Background: an optimization exercise with open tools, aiming at small area, a short achievable clock period and few clock cycles. Do not read the settings as production practice. Only simulation tests tie the RTL to the original design; equivalence was not proved. No driver is modelled on the clock port, so clock power and skew are understated where the tree is cut down; a real chip needs a root buffer or a tree. Power is estimated from default activity; no workload was simulated.

// wr_interconnect
module wr_interconnect #
(
    parameter DATA_WIDTH = 8,
    parameter ADDR_WIDTH = 16
)
(
	input         			clk,
	input         			rst_n,
	input  [ADDR_WIDTH-1:0] m0_awaddr,
	input         			m0_awvalid,
	output        			m0_awready,
	input  [DATA_WIDTH-1:0] m0_wdata,
	input         			m0_wvalid,
	output        			m0_wready,
	input  [ADDR_WIDTH-1:0] m1_awaddr,
	input         			m1_awvalid,
	output        			m1_awready,
	input  [DATA_WIDTH-1:0] m1_wdata,
	input         			m1_wvalid,
	output        			m1_wready,
	output [ADDR_WIDTH-1:0] mem_awaddr,
	output        			mem_awvalid,
	input         			mem_awready,
	output [DATA_WIDTH-1:0] mem_wdata,
	output        			mem_wvalid,
	input         			mem_wready
);
export LEC_CHECK = 0
export CAP_MARGIN = 20
export CORE_MARGIN = 2
export CORE_UTILIZATION = 40
export CTS_BUF_LIST = sky130_fd_sc_hd__clkbuf_4 sky130_fd_sc_hd__clkbuf_8 sky130_fd_sc_hd__clkbuf_16
export CTS_CLUSTER_DIAMETER = 100
export CTS_CLUSTER_SIZE = 30
export GPL_TIMING_DRIVEN = 1
export SETUP_SLACK_MARGIN = 3.0
export SLEW_MARGIN = 20
create_clock -name core_clock -period 5.0 [get_ports {clk}]
standard.sh (not shown) runs the stock make flow with config.mk's settings and CLKGATE_MAP_FILE= SYNTH_SCRIPT=/design/flow/synth_recipe.tcl, a recipe that flattens the netlist after the stock synthesis.
==> flow/flow/run.sh <==
#!/bin/bash
set -euo pipefail
here=$(pwd)
bash standard.sh MATCH_CELL_FOOTPRINT=0 "BUFFER_PORTS_ARGS=-buffer_cell sky130_fd_sc_hd__buf_1" "CTS_ARGS=-sink_clustering_enable -repair_clock_nets -dont_use_dummy_load -sink_clustering_size 30 -sink_clustering_max_diameter 100 -buf_list sky130_fd_sc_hd__clkbuf_16" "POST_CTS_TCL=$here/flow/post_cts.tcl" finish > flow_standard.log 2>&1
==> flow/flow/post_cts.tcl <==
# Drop the H-tree's middle level: the root buffer then drives the leaf
# buffers directly, two buffers from the clock port to every register.
set mid {}
foreach inst [[ord::get_db_block] getInsts] {
  if {[regexp {^clkbuf_[1-9][0-9]*_[0-9]+__f_} [$inst getName]]} { lappend mid [$inst getName] }
}
puts "post_cts: removing [llength $mid] middle clock buffers: $mid"
if {[llength $mid]} {
  remove_buffers {*}$mid
  detailed_placement
  estimate_parasitics -placement
  report_clock_latency
}
The baseline passed the timing, DRC and antenna checks.
Testbench counts at the start, summed over its fixed seeds: cycles 1,032.
==> next run, changes <==
==> flow/flow/run.sh (replaced) <==
#!/bin/bash
set -euo pipefail
bash standard.sh MATCH_CELL_FOOTPRINT=0 "BUFFER_PORTS_ARGS=-buffer_cell sky130_fd_sc_hd__buf_1" "CTS_ARGS=-sink_clustering_enable -repair_clock_nets -dont_use_dummy_load -sink_clustering_size 30 -sink_clustering_max_diameter 100 -buf_list sky130_fd_sc_hd__clkbuf_16" finish > flow_standard.log 2>&1
--- a/flow/config.mk
+++ b/flow/config.mk
@@ -12,5 +12,4 @@
 export CTS_CLUSTER_DIAMETER = 100
 export CTS_CLUSTER_SIZE = 30
-export GPL_TIMING_DRIVEN = 1
 export SETUP_SLACK_MARGIN = 3.0
 export SLEW_MARGIN = 20
removed: flow/flow/post_cts.tcl
Result:
- first-iteration DRC count drops by 8.2%
- non-clock buffer count climbs by 2
- worst setup slack gets worse by 0.078 ns
- wire length climbs by 0.35%
- sequential power barely changes
- via count climbs by 0.54%
- count of clock-buffer cells in the layout climbs by 2
- final area climbs by 0.98%

---

The RTL this note starts from:
==> flow/design.v <==
module fifo #(
	parameter DATA_WIDTH = 8,
	parameter FIFO_DEPTH = 8,
	parameter SWITCH     = 8
)
(
	input                       clk,
	input                       rst_n,
	input      [DATA_WIDTH-1:0] m0_data,
	input                       m0_valid,
	output                      m0_ready,
	input      [DATA_WIDTH-1:0] m1_data,
	input                       m1_valid,
	output reg                  m1_ready,
	output reg [DATA_WIDTH-1:0] odata,
	output reg                  ovalid,
	input                       oready
);
	localparam NQ = FIFO_DEPTH - 1;            
	localparam CW = $clog2(SWITCH);
	reg  [CW-1:0]         cnt;                 
	reg                   sel;                 
	reg                   m0_nrdy;             
	reg  [NQ:1]           qv;                  
	reg                   q_empty;             
	reg  [DATA_WIDTH-1:0] qd [1:NQ];
	assign m0_ready = ~m0_nrdy;
	wire full = m0_nrdy & ~m1_ready;             
	wire [DATA_WIDTH-1:0] in_d = sel ? m1_data : m0_data;
	wire acc  = (m0_valid & m0_ready) | (m1_valid & m1_ready);
	wire pop  = ovalid & oready;
	wire h_load  = ~ovalid | oready;           
	wire [NQ:0] allv = {qv, ovalid};
	wire [NQ:0] hole;
	genvar j;
	generate
		for (j = 0; j <= NQ; j = j + 1) begin : g_hole
			assign hole[j] = ~&allv[j:0];
		end
	endgenerate
	reg one_hole;
	integer k;
	always @(*) begin
		one_hole = 1'b0;
		for (k = 0; k <= NQ; k = k + 1)
			one_hole = one_hole | (~allv[k] & (&(allv | ({{NQ{1'b0}}, 1'b1} << k))));
	end
	wire to_head = acc & q_empty & h_load;
	wire to_tail = acc & ~to_head;
	wire sel_acc = sel ^ (cnt == SWITCH - 1);     
	wire ful_acc = full | one_hole;               
	wire n_m0_nrdy = acc ? (pop ? sel_acc : (sel_acc | ful_acc))
	                     : (pop ? sel     : (sel     | full));
	wire n_m1_rdy  = acc ? (pop ? sel_acc : (sel_acc & ~ful_acc))
	                     : (pop ? sel     : (sel     & ~full));
	wire n_sel     = acc ? sel_acc : sel;
	always @(posedge clk) begin
		if (h_load) odata <= q_empty ? in_d : qd[1];
		if (hole[NQ]) qd[NQ] <= in_d;
	end
	generate
		for (j = 1; j < NQ; j = j + 1) begin : g_stage
			always @(posedge clk)
				if (hole[j]) qd[j] <= qd[j+1];
		end
	endgenerate
	reg [NQ:1] n_qv;
	always @(*) begin
		for (k = 1; k < NQ; k = k + 1)
			n_qv[k] = hole[k] ? qv[k+1] : qv[k];
		n_qv[NQ] = hole[NQ] ? to_tail : qv[NQ];
		if (~hole[1] & h_load) n_qv[1] = 1'b0;
	end
	always @(posedge clk or negedge rst_n) begin
		if (~rst_n) begin
			cnt      <= 0;
			sel      <= 1'b0;
			m0_nrdy  <= 1'b0;
			m1_ready <= 1'b0;
			ovalid   <= 1'b0;
			qv       <= 0;
			q_empty  <= 1'b1;
		end else begin
			if (acc) cnt <= (cnt == SWITCH - 1) ? 0 : cnt + 1'b1;
			sel      <= n_sel;
			m0_nrdy  <= n_m0_nrdy;
			m1_ready <= n_m1_rdy;
			q_empty  <= ~|n_qv;
			if (h_load) ovalid <= q_empty ? to_head : qv[1];
			qv       <= n_qv;
		end
	end
endmodule
module wr_interconnect #
(
    parameter DATA_WIDTH = 8,
    parameter ADDR_WIDTH = 16
)
(
	input         			clk,
	input         			rst_n,
	input  [ADDR_WIDTH-1:0] m0_awaddr,
	input         			m0_awvalid,
	output        			m0_awready,
	input  [DATA_WIDTH-1:0] m0_wdata,
	input         			m0_wvalid,
	output        			m0_wready,
	input  [ADDR_WIDTH-1:0] m1_awaddr,
	input         			m1_awvalid,
	output        			m1_awready,
	input  [DATA_WIDTH-1:0] m1_wdata,
	input         			m1_wvalid,
	output        			m1_wready,
	output [ADDR_WIDTH-1:0] mem_awaddr,
	output        			mem_awvalid,
	input         			mem_awready,
	output [DATA_WIDTH-1:0] mem_wdata,
	output        			mem_wvalid,
	input         			mem_wready
);
fifo #(.DATA_WIDTH(ADDR_WIDTH)) AWFIFO (.clk(clk), .rst_n(rst_n),
	.m0_data(m0_awaddr), .m0_valid(m0_awvalid), .m0_ready(m0_awready),
	.m1_data(m1_awaddr), .m1_valid(m1_awvalid), .m1_ready(m1_awready),
	.odata(mem_awaddr), .ovalid(mem_awvalid), .oready(mem_awready));
fifo #(.DATA_WIDTH(DATA_WIDTH)) WFIFO (.clk(clk), .rst_n(rst_n),
	.m0_data(m0_wdata), .m0_valid(m0_wvalid), .m0_ready(m0_wready),
	.m1_data(m1_wdata), .m1_valid(m1_wvalid), .m1_ready(m1_wready),
	.odata(mem_wdata), .ovalid(mem_wvalid), .oready(mem_wready));
endmodule
Settings: LEC_CHECK=0, CAP_MARGIN=20, CORE_MARGIN=2, CORE_UTILIZATION=65, CTS_BUF_LIST=sky130_fd_sc_hd__clkbuf_4 sky130_fd_sc_hd__clkbuf_8 sky130_fd_sc_hd__clkbuf_16, CTS_CLUSTER_DIAMETER=100, CTS_CLUSTER_SIZE=30, PLACE_DENSITY=0.75, SETUP_SLACK_MARGIN=3.0, SLEW_MARGIN=20; clock period 5.0 ns.
==> flow/flow/run.sh <==
#!/bin/bash
set -euo pipefail
bash standard.sh MATCH_CELL_FOOTPRINT=0 "BUFFER_PORTS_ARGS=-buffer_cell sky130_fd_sc_hd__buf_1" "CTS_ARGS=-sink_clustering_enable -repair_clock_nets -dont_use_dummy_load -sink_clustering_size 30 -sink_clustering_max_diameter 100 -buf_list sky130_fd_sc_hd__clkbuf_16" finish > flow_standard.log 2>&1
The first run finished clean.
Testbench counts at the start, summed over its fixed seeds: cycles 1,032.
Next try:
==> flow/flow/run.sh (replaced) <==
#!/bin/bash
set -euo pipefail
here=$(pwd)
bash standard.sh MATCH_CELL_FOOTPRINT=0 "BUFFER_PORTS_ARGS=-buffer_cell sky130_fd_sc_hd__buf_1" "CTS_ARGS=-sink_clustering_enable -repair_clock_nets -dont_use_dummy_load -sink_clustering_size 30 -sink_clustering_max_diameter 100 -buf_list sky130_fd_sc_hd__clkbuf_16" "POST_CTS_TCL=$here/flow/post_cts.tcl" finish > flow_standard.log 2>&1
==> flow/flow/post_cts.tcl (new file) <==
# Drop the H-tree's middle level: the root buffer then drives the leaf
# buffers directly, two buffers from the clock port to every register.
set mid {}
foreach inst [[ord::get_db_block] getInsts] {
  if {[regexp {^clkbuf_[1-9][0-9]*_[0-9]+__f_} [$inst getName]]} { lappend mid [$inst getName] }
}
puts "post_cts: removing [llength $mid] middle clock buffers: $mid"
if {[llength $mid]} {
  remove_buffers {*}$mid
  detailed_placement
  estimate_parasitics -placement
  report_clock_latency
}
--- a/flow/config.mk
+++ b/flow/config.mk
@@ -9,3 +9,3 @@
 export CORE_MARGIN = 2
-export CORE_UTILIZATION = 65
+export CORE_UTILIZATION = 40
 export CTS_BUF_LIST = sky130_fd_sc_hd__clkbuf_4 sky130_fd_sc_hd__clkbuf_8 sky130_fd_sc_hd__clkbuf_16
@@ -13,3 +13,2 @@
 export CTS_CLUSTER_SIZE = 30
-export PLACE_DENSITY = 0.75
 export SETUP_SLACK_MARGIN = 3.0
Effect:
- The changed run finished with timing, DRC and antenna clean
- via count went down by 0.93%
- die area increases by 60%
- count of clock-buffer cells in the layout drops by 2
- core utilization went down by 28 points
- worst setup slack gets better by 0.078 ns
- sequential cell count is unchanged
- worst hold slack gets better by 0.0041 ns
- critical path depth goes down by 1
- final cell count increases by about 18%
- synthesized cell count is unchanged
- cell area grows by about 0.8%
Next try:
--- a/flow/config.mk
+++ b/flow/config.mk
@@ -13,3 +13,3 @@
 export CTS_CLUSTER_SIZE = 30
-export SETUP_SLACK_MARGIN = 3.0
+export SETUP_SLACK_MARGIN = 3.2
 export SLEW_MARGIN = 20
Outcome: The new run ran to the end with no violations. Fmax goes down slightly. Routed wire length goes up by a little under a tenth. Die area does not change. Clock-buffer cell count is unchanged. Design area goes up by a few percent. Utilization goes up by 1.1 points. Area after synthesis does not change. Register-to-register slack improved by 0.16 ns.
Next try:
--- a/flow/config.mk
+++ b/flow/config.mk
@@ -13,3 +13,3 @@
 export CTS_CLUSTER_SIZE = 30
-export SETUP_SLACK_MARGIN = 3.2
+export SETUP_SLACK_MARGIN = 3.1
 export SLEW_MARGIN = 20
Result:
- setup slack is better by 0.0054 ns
- hold slack is worse by 0.010 ns
- wire length came out lower by 5.7%

-- separate check: timing with driven ports --
In the flow no input, the clock included, has a driving cell. The finished layouts below were timed again as built, in two steps. Step 1 sets driving cells, clkbuf_16 on the clock port and buf_2 on the other inputs (assumed; they add their load-dependent delay and slew). Step 2 also shifts input and output timing later by t, the mid clock arrival at the registers, as if the neighbouring blocks saw the same clock. Three values: ideal ports, drivers, drivers and shift; two values: the first two.
run | t, ns | slack for setup (ns) | latest minus earliest clock arrival (ns) | worst register clock-pin slew, ns | worst slew at a driven data input, ns
the first run of note 1 | 0.405 | 3.041 / 3.003 / 2.700 | 0.040 / 0.040 | 0.11 / 0.11 | 0.04
the second run of note 1 | 0.481 | 2.963 / 2.924 / 2.701 | 0.040 / 0.040 | 0.11 / 0.11 | 0.04
the first run of note 2 | 0.477 | 2.964 / 2.927 / 2.742 | 0.057 / 0.057 | 0.11 / 0.11 | 0.03
the second run of note 2 | 0.405 | 3.041 / 3.003 / 2.700 | 0.040 / 0.040 | 0.11 / 0.11 | 0.04
the third run of note 2 | 0.414 | 3.007 / 2.965 / 2.907 | 0.045 / 0.044 | 0.11 / 0.11 | 0.04
the fourth run of note 2 | 0.407 | 3.013 / 2.976 / 2.802 | 0.032 / 0.033 | 0.11 / 0.11 | 0.03
After both steps setup and hold are still met in every run listed.
